What follows belongs to an exercise in optimizing a design on an open flow for small area, a short achievable clock period and few clock cycles per item; a production flow would make more cautious choices. No functional check of the RTL was part of any run shown here. Power and IR drop assume default switching activity.

## flow/design.v (module list and top-level ports; edited modules follow where they fit)
// module mac_neuron: 1409 lines
// module booth_enc: 7 lines
// module inv_c: 3 lines
// module nand2_c: 3 lines
// module nor2_c: 3 lines
// module or2_c: 3 lines
// module xor2_c: 3 lines
// module xnor2_c: 3 lines
// module a22oi_c: 3 lines
// module a21oi_c: 3 lines
// module o21ai_c: 3 lines
// module o22ai_c: 3 lines
// module a21o_c: 3 lines
// module and2_c: 3 lines
// module fa_cell: 4 lines
// module ha_cell: 4 lines
module mac_neuron(
	input clk,
	input rst,
	input in_valid,
	output in_ready,
	input [15:0] in_x,
	input [15:0] in_w,
	input in_last,
	output reg out_valid,
	output [15:0] out_data
);
  // ...
==> flow/flow/run.sh <==
#!/bin/bash
set -euo pipefail
source flow/env.sh
bash standard.sh > std_flow.log 2>&1
==> flow/flow/env.sh <==
export SETUP_SLACK_MARGIN=7.7
==> flow/standard.sh <==
#!/bin/bash
# synth_recipe.tcl (not shown) runs the flow's synth.tcl, then flattens the netlist and writes it again
# the make line also repeats each setting of config.mk as NAME=value (left out here)
make -C /OpenROAD-flow-scripts/flow DESIGN_CONFIG=/design/flow/config.mk WORK_HOME=/design/flow/orfs CLKGATE_MAP_FILE= SYNTH_SCRIPT=/design/flow/synth_recipe.tcl "${@:-finish}"
==> flow/config.mk <==
export PLATFORM = sky130hd
export DESIGN_NAME = mac_neuron
export DESIGN_NICKNAME = mac_neuron
export VERILOG_FILES = /design/flow/design.v
export SDC_FILE = /design/flow/constraint.sdc
export NUM_CORES = 4
export LEC_CHECK = 0
export CAP_MARGIN = 20
export CORE_MARGIN = 2
export CORE_UTILIZATION = 40
export CTS_BUF_LIST = sky130_fd_sc_hd__clkbuf_4 sky130_fd_sc_hd__clkbuf_8
export CTS_CLUSTER_SIZE = 40
export PLACE_DENSITY = 0.6
export SLEW_MARGIN = 20
export SYNTH_HIERARCHICAL = 1
==> flow/constraint.sdc <==
create_clock -name core_clock -period 11.0 [get_ports {clk}]
set_input_delay 2.2000 -clock core_clock [delete_from_list [all_inputs] [get_ports {clk}]]
set_output_delay 2.2000 -clock core_clock [all_outputs]
set_load 0.01 [all_outputs]
==> metrics.md, run 1 <==
| Metric | Value |
|---|---|
| Rows | `55` |
| Final core occ | `47.3%` |
| NetSw | `0.00116 W` |
| Switching share of power | `between 40% and 50%` |
| Synth Area in Compound Gates | `roughly 18%` |
| CP most frequent cell | `a21o_1` |
| Critical path data required time | `between 10 and 15 ns` |
| Final setup viols | `0` |
| Vias in the first global route | `approximately 6.7k` |
| Finished Layout Cells | `about 1.2k` |
| Status | `timing/DRC/antenna clean` |
| Pwr top | `combinational cells` |
| CLK BUF | `20` |
| Footprint of the multi-input gates | `6640 um^2` |
| Hold_buf cts | `0` |
| XOR/XNOR Fraction of Synth Area | `approximately 18%` |
| Sequential-to-total area share from yosys stat | `27.8%` |
| Logic pwr share | `approximately 58%` |
| GPL Wtd Cong | `0.841` |
| Antenna viol nets, final | `0` |
| Reg2reg setup slack | `7.73 ns` |
| Largest regs | `ha_r: 23 flops, hb_r: 23 flops` |
| Critical path origin | `ha_r[0]` |
| CTS Buf Count | `17` |
| Crit-path leading delay family | `compound AO/OA/AOI/OAI gates` |
| Die Ht | `157 um` |
| CP arrival | `3.61 ns` |
| CP Capture Type | `flip-flop` |
| Worst path max stage delay | `0.47 ns` |
| Dpl ws | `7.44 ns` |
| Routed WL | `between 20000 and 25000 um` |
| Slowest CP cell | `or4_4` |
| Max layer used | `met4` |
| DIE AREA | `24500 um^2` |
| 1st-iter DRT viols | `roughly 520` |
| Final Hold Vio Count | `0` |
| Bufs w/o clock | `between 60 and 70` |
| # DRC | `0` |
| Synth unique cells | `37` |
| Worst-case hold path end point | `l2` |
| Met1 usage in global routing | `around 25%` |
| Seq Cell Count | `129` |
| Int Pwr | `~0.0016 W` |
==> run 2, diff against run 1 <==
==> flow/flow/env.sh (replaced) <==
export SETUP_SLACK_MARGIN=7.7
export BUFFER_PORTS_ARGS="-buffer_cell sky130_fd_sc_hd__buf_1"
==> metrics.md, run 2 <==
| Metric | Value |
|---|---|
| Status | `timing/DRC/antenna clean` |
| Syn Area/Cell | `approximately 11 um^2` |
| Slowest CP cell | `or4_4` |
| Routed WL | `21700 um (-0.38%)` |
| First-pass GRT wire length | `35400 um` |
| Commonest non-fill, non-tap cell in the layout | `xor2_1` |
| Share of layout cells above drive strength 1 | `about 10%` |
| Critical Path Sink | `m_r[13]` |
| Fin crit period | `3.28 ns` |
| GPL Wtd Cong | `0.845 (+0.54%)` |
| Largest net degree at the start of global routing | `25` |
| Number of vias per cell | `between 5 and 6` |
| Startpoint types | `flip-flop` |
| CTS Buf Count | `17 (unchanged)` |
| Worst relative slew slack | `between 50% and 60%` |
| Ys flop type | `dfxtp_1` |
| Vias in the first global route | `6755 (+1.2%)` |
| Int Pwr | `0.00160 W (-0.18%)` |
| Max frequency | `0.305 GHz` |
| HPWL Detailed | `14900 um` |
| Total power | `0.00275 W` |
| Port bufs | `52` |
| Max clock buf depth | `2` |
| Post-synthesis cell count | `860` |
| Post-synth EDFFs | `0` |
| Reg2reg setup slack | `7.72 ns (about the same)` |
| Critical path data required time | `11.34 ns (about the same)` |
| Antenna violations before repair | `0` |
| Tightest Pin Transition | `between 0.6 and 0.7 ns` |
| Die X | `157 um` |
| Vias | `just under 7k` |
| Nets | `1123` |
| VDD IR max | `0.000112 V` |
| Most frequent cells in the layout | `xor2_1, o22ai_1, dfxtp_1` |
| Final core occ | `46.1% (-1.2 points)` |
| Clk pwr share | `15.6%` |
| Final slew viol count | `0` |
| Crit Path Category | `flip-flop to flip-flop` |
| CTS root buffer | `clkbuf_8` |
| CP arrival | `3.62 ns (about the same)` |
| Gr ovfl total | `0` |
| RR Startpoint | `ha_r[0]` |
| Leading area contributor after synthesis | `dfxtp_1` |
| Final setup viols | `0 (unchanged)` |
| Synth Cell Area | `9310 um^2` |
| Synth unique cells | `37 (unchanged)` |
| Yosys reg bits | `129` |
| Die Ht | `157 um (unchanged)` |
| CTS tree | `yes` |
| Largest regs | `ha_r: 23 flops, hb_r: 23 flops` |
| CP Capture Type | `flip-flop` |
| Clock latency on the worst-skew pair | `0.45 ns` |
| Post-synthesis async set-or-reset flop share | `0%` |
| Reg2reg end | `m_r[13]` |
| Max Cap Viol | `0` |
| Share of the synthesized area in the top cell type | `27.8%` |
| Final Hold Vio Count | `0 (unchanged)` |
| Worst Reg2Reg Path Length in Cells | `12` |
| First-pass detailed-route iteration total | `5` |
| Logic pwr share | `57.7% (-0.2 points)` |
| WL/cell | `17.6 um` |
| Worst clock skew | `between 0.02 and 0.025 ns` |
| Antenna viol nets, final | `0 (unchanged)` |
| Core ar. | `22700 um^2` |
| Layout area overhead | `12.5%` |
| Synth area leaders | `dfxtp_1, fa_1, xor2_1, ha_1, o22ai_1` |
| Worst path max stage delay | `0.46 ns (about the same)` |
| Clock Sinks | `129` |
| Starting density of the core | `slightly above 40%` |
| Tightest Hold Check Type | `flip-flop to flip-flop` |
| Switching share of power | `41.8% (-0.12 points)` |
| Sequential share of power | `26.6%` |
| CTS clock-pin slew for the worst setup and hold paths | `0.09 ns` |
| Hold_buf cts | `0 (unchanged)` |
| Worst-path maximum fanout | `7` |
| H-Tree Depth | `4` |
| Most frequent cell after synthesis | `xor2_1` |
| # DRC | `0 (unchanged)` |
| RSZ-0062 raised after global routing | `true` |
| Sequential-to-total area share from yosys stat | `27.8% (unchanged)` |
| Setup TNS | `0 ns` |
| Synth warn | `7` |
| Critical path origin | `ha_r[0]` |
| Total track usage | `18.4%` |
| DIE AREA | `24500 um^2 (unchanged)` |
| 1st-iter DRT viols | `349 (-33%)` |
| Antenna Cells | `0` |
| Rows | `55 (unchanged)` |
| I/O pins | `54` |
| NetSw | `0.00115 W (-0.68%)` |
| P_leak | `roughly 4.9 nW` |
| PD cells | `263 nW/um^2` |
| CP most frequent cell | `a21o_1` |
| Commonest cells in the netlist | `xor2_1, o22ai_1, dfxtp_1` |
| Worst path cell trace | `ha_4 > a21o_1 > a21o_1 > a21o_1 > a21o_1 > a21o_1 > a21o_1 > a21o_1 > xor2_1 > or4_4 > o41a_4 > o21a_1` |
| Final critical-path share of the clock period | `29.8%` |
==> run 2: cell counts after synthesis <==
No cell type changed its count.
==> run 2: cells by family after synthesis <==
family / after synthesis / synth area share, %
AO/OA/AOI/OAI: 245 / 18.4
XOR/XNOR: 196 / 18.4
adder cells (fa/ha/maj): 152 / 27.5
flip-flops: 129 / 27.8
AND/OR/NAND/NOR: 95 / 5.80
buffers and inverters: 41 / 2.10
other: 2 / 0.0807
==> run 2: how the worst min path moves through the flow <==
stage,startpoint,endpoint,slack (ns),cells after the start
5_1_grt,l0,l1,0.36,0
3_5_place_dp,l1,l2,0.31,0
4_1_cts,l1,l2,0.33,0
2_1_floorplan,l0,l1,0.31,0
6_report,l1,l2,0.33,0
3_3_place_gp,l1,l2,0.31,0
==> run 2: cell type report <==
class | instances | area, um^2
repair buffers | 67 | 308
flip-flops and latches | 129 | 2630
multi-input cells | 694 | 6650
well taps | 285 | 357
clock buffers | 21 | 283
inverters | 26 | 97.6
clock inverters | 10 | 134
fillers | 2190 | 12200
==> run 2: per-module statistics from Yosys, one instance, submodules excluded <==
| module | copies in the design | cells | flip-flops and latches | area, um^2 |
|---|---|---|---|---|
| xor2_c | 175 | 1 | 0 | 8.76 |
| booth_enc | 8 | 1 | 0 | 7.51 |
| a21o_c | 70 | 1 | 0 | 7.51 |
| nor2_c | 8 | 1 | 0 | 3.75 |
| fa_cell | 87 | 1 | 0 | 20.0 |
| xnor2_c | 21 | 1 | 0 | 8.76 |
| nand2_c | 8 | 1 | 0 | 3.75 |
| o22ai_c | 128 | 1 | 0 | 6.26 |
| mac_neuron | 1 | 251 | 129 | 3350 |
| or2_c | 5 | 1 | 0 | 6.26 |
| and2_c | 30 | 1 | 0 | 6.26 |
| ha_cell | 65 | 1 | 0 | 12.5 |
| inv_c | 4 | 1 | 0 | 3.75 |
==> run 2: layer usage <==
metal / share of wire [%] / vias to the layer above / global-route usage [%]
li1: - / 3235 / -
met1: 47 / 3267 / 25.1
met2: 45 / 201 / 29.1
met3: 5.9 / 31 / 4.87
met4: 1.9 / 0 / 5.07
met5: 0 / - / 0
==> run 2: stage by stage <==
step | setup slack (ns) | cell area, um^2 | std cells | hold slack [ns]
floorplan | 7.71 | 9320 | 863 | 0.310
global placement | 7.46 | 9810 | 1190 | 0.314
detailed placement | 7.45 | 9810 | 1190 | 0.312
CTS | 7.65 | 10300 | 1228 | 0.331
global route | 7.61 | 10500 | 1232 | 0.355
finish | 7.72 | 10500 | 1232 | 0.331
==> run 2: critical path, delay by kind of cell (launching register included) <==
family	cells	cell delay (ns)
flip-flops	1	0.34
XOR/XNOR	1	0.17
AO/OA/AOI/OAI	9	1.95
adder cells (fa/ha/maj)	1	0.23
AND/OR/NAND/NOR	1	0.46
==> run 2: power groups by stage <==
stage	registers, W	logic (W)	clock network, W
after global routing	0.000745	0.00183	0.000461
after CTS	0.000716	0.00157	0.000442
after detailed placement	0.000725	0.00149	0
after floorplan	0.000696	0.00115	0
after global placement	0.000724	0.00146	0
final	0.000733	0.00159	0.000430
==> run 2: repair_timing <==
| action | 4_1_cts | 5_1_grt |
|---|---|---|
| buffers inserted | 6 | 4 |
| endpoints found under the setup margin | 37 | 38 |
| cloned | 1 | 0 |
| resized for setup | 26 | 21 |
| pin swaps | 0 | 1 |

-- what the ideal ports hide --
Ports are ideal in the flow. The routed layouts listed here were re-timed in OpenROAD. Step 1 assumes that a clkbuf_16 drives the clock port and a buf_2 every other input. Step 2 adds t to the input delays and takes it off the output delays; t is the mean of the earliest and latest rising clock arrival at the registers after step 1. Input paths then give back, and output paths get back, about the clock's delay inside the block. a / b / c = no drivers / after step 1 / after step 2; a / b = the first two.
| run | t, ns | slack for setup (ns) | latest minus earliest clock arrival (ns) | worst slew at a driven data input, ns |
|---|---|---|---|---|
| run 1 | 0.481 | 7.731 / 7.711 / 7.495 | 0.015 / 0.015 | 0.03 |
| run 2 | 0.485 | 7.723 / 7.723 / 7.723 | 0.022 / 0.021 | 0.03 |
After both steps setup and hold are still met in every run listed. The setup slack of run 1, which loses most, moves by -0.020 ns with the drivers and by -0.236 ns with both steps.
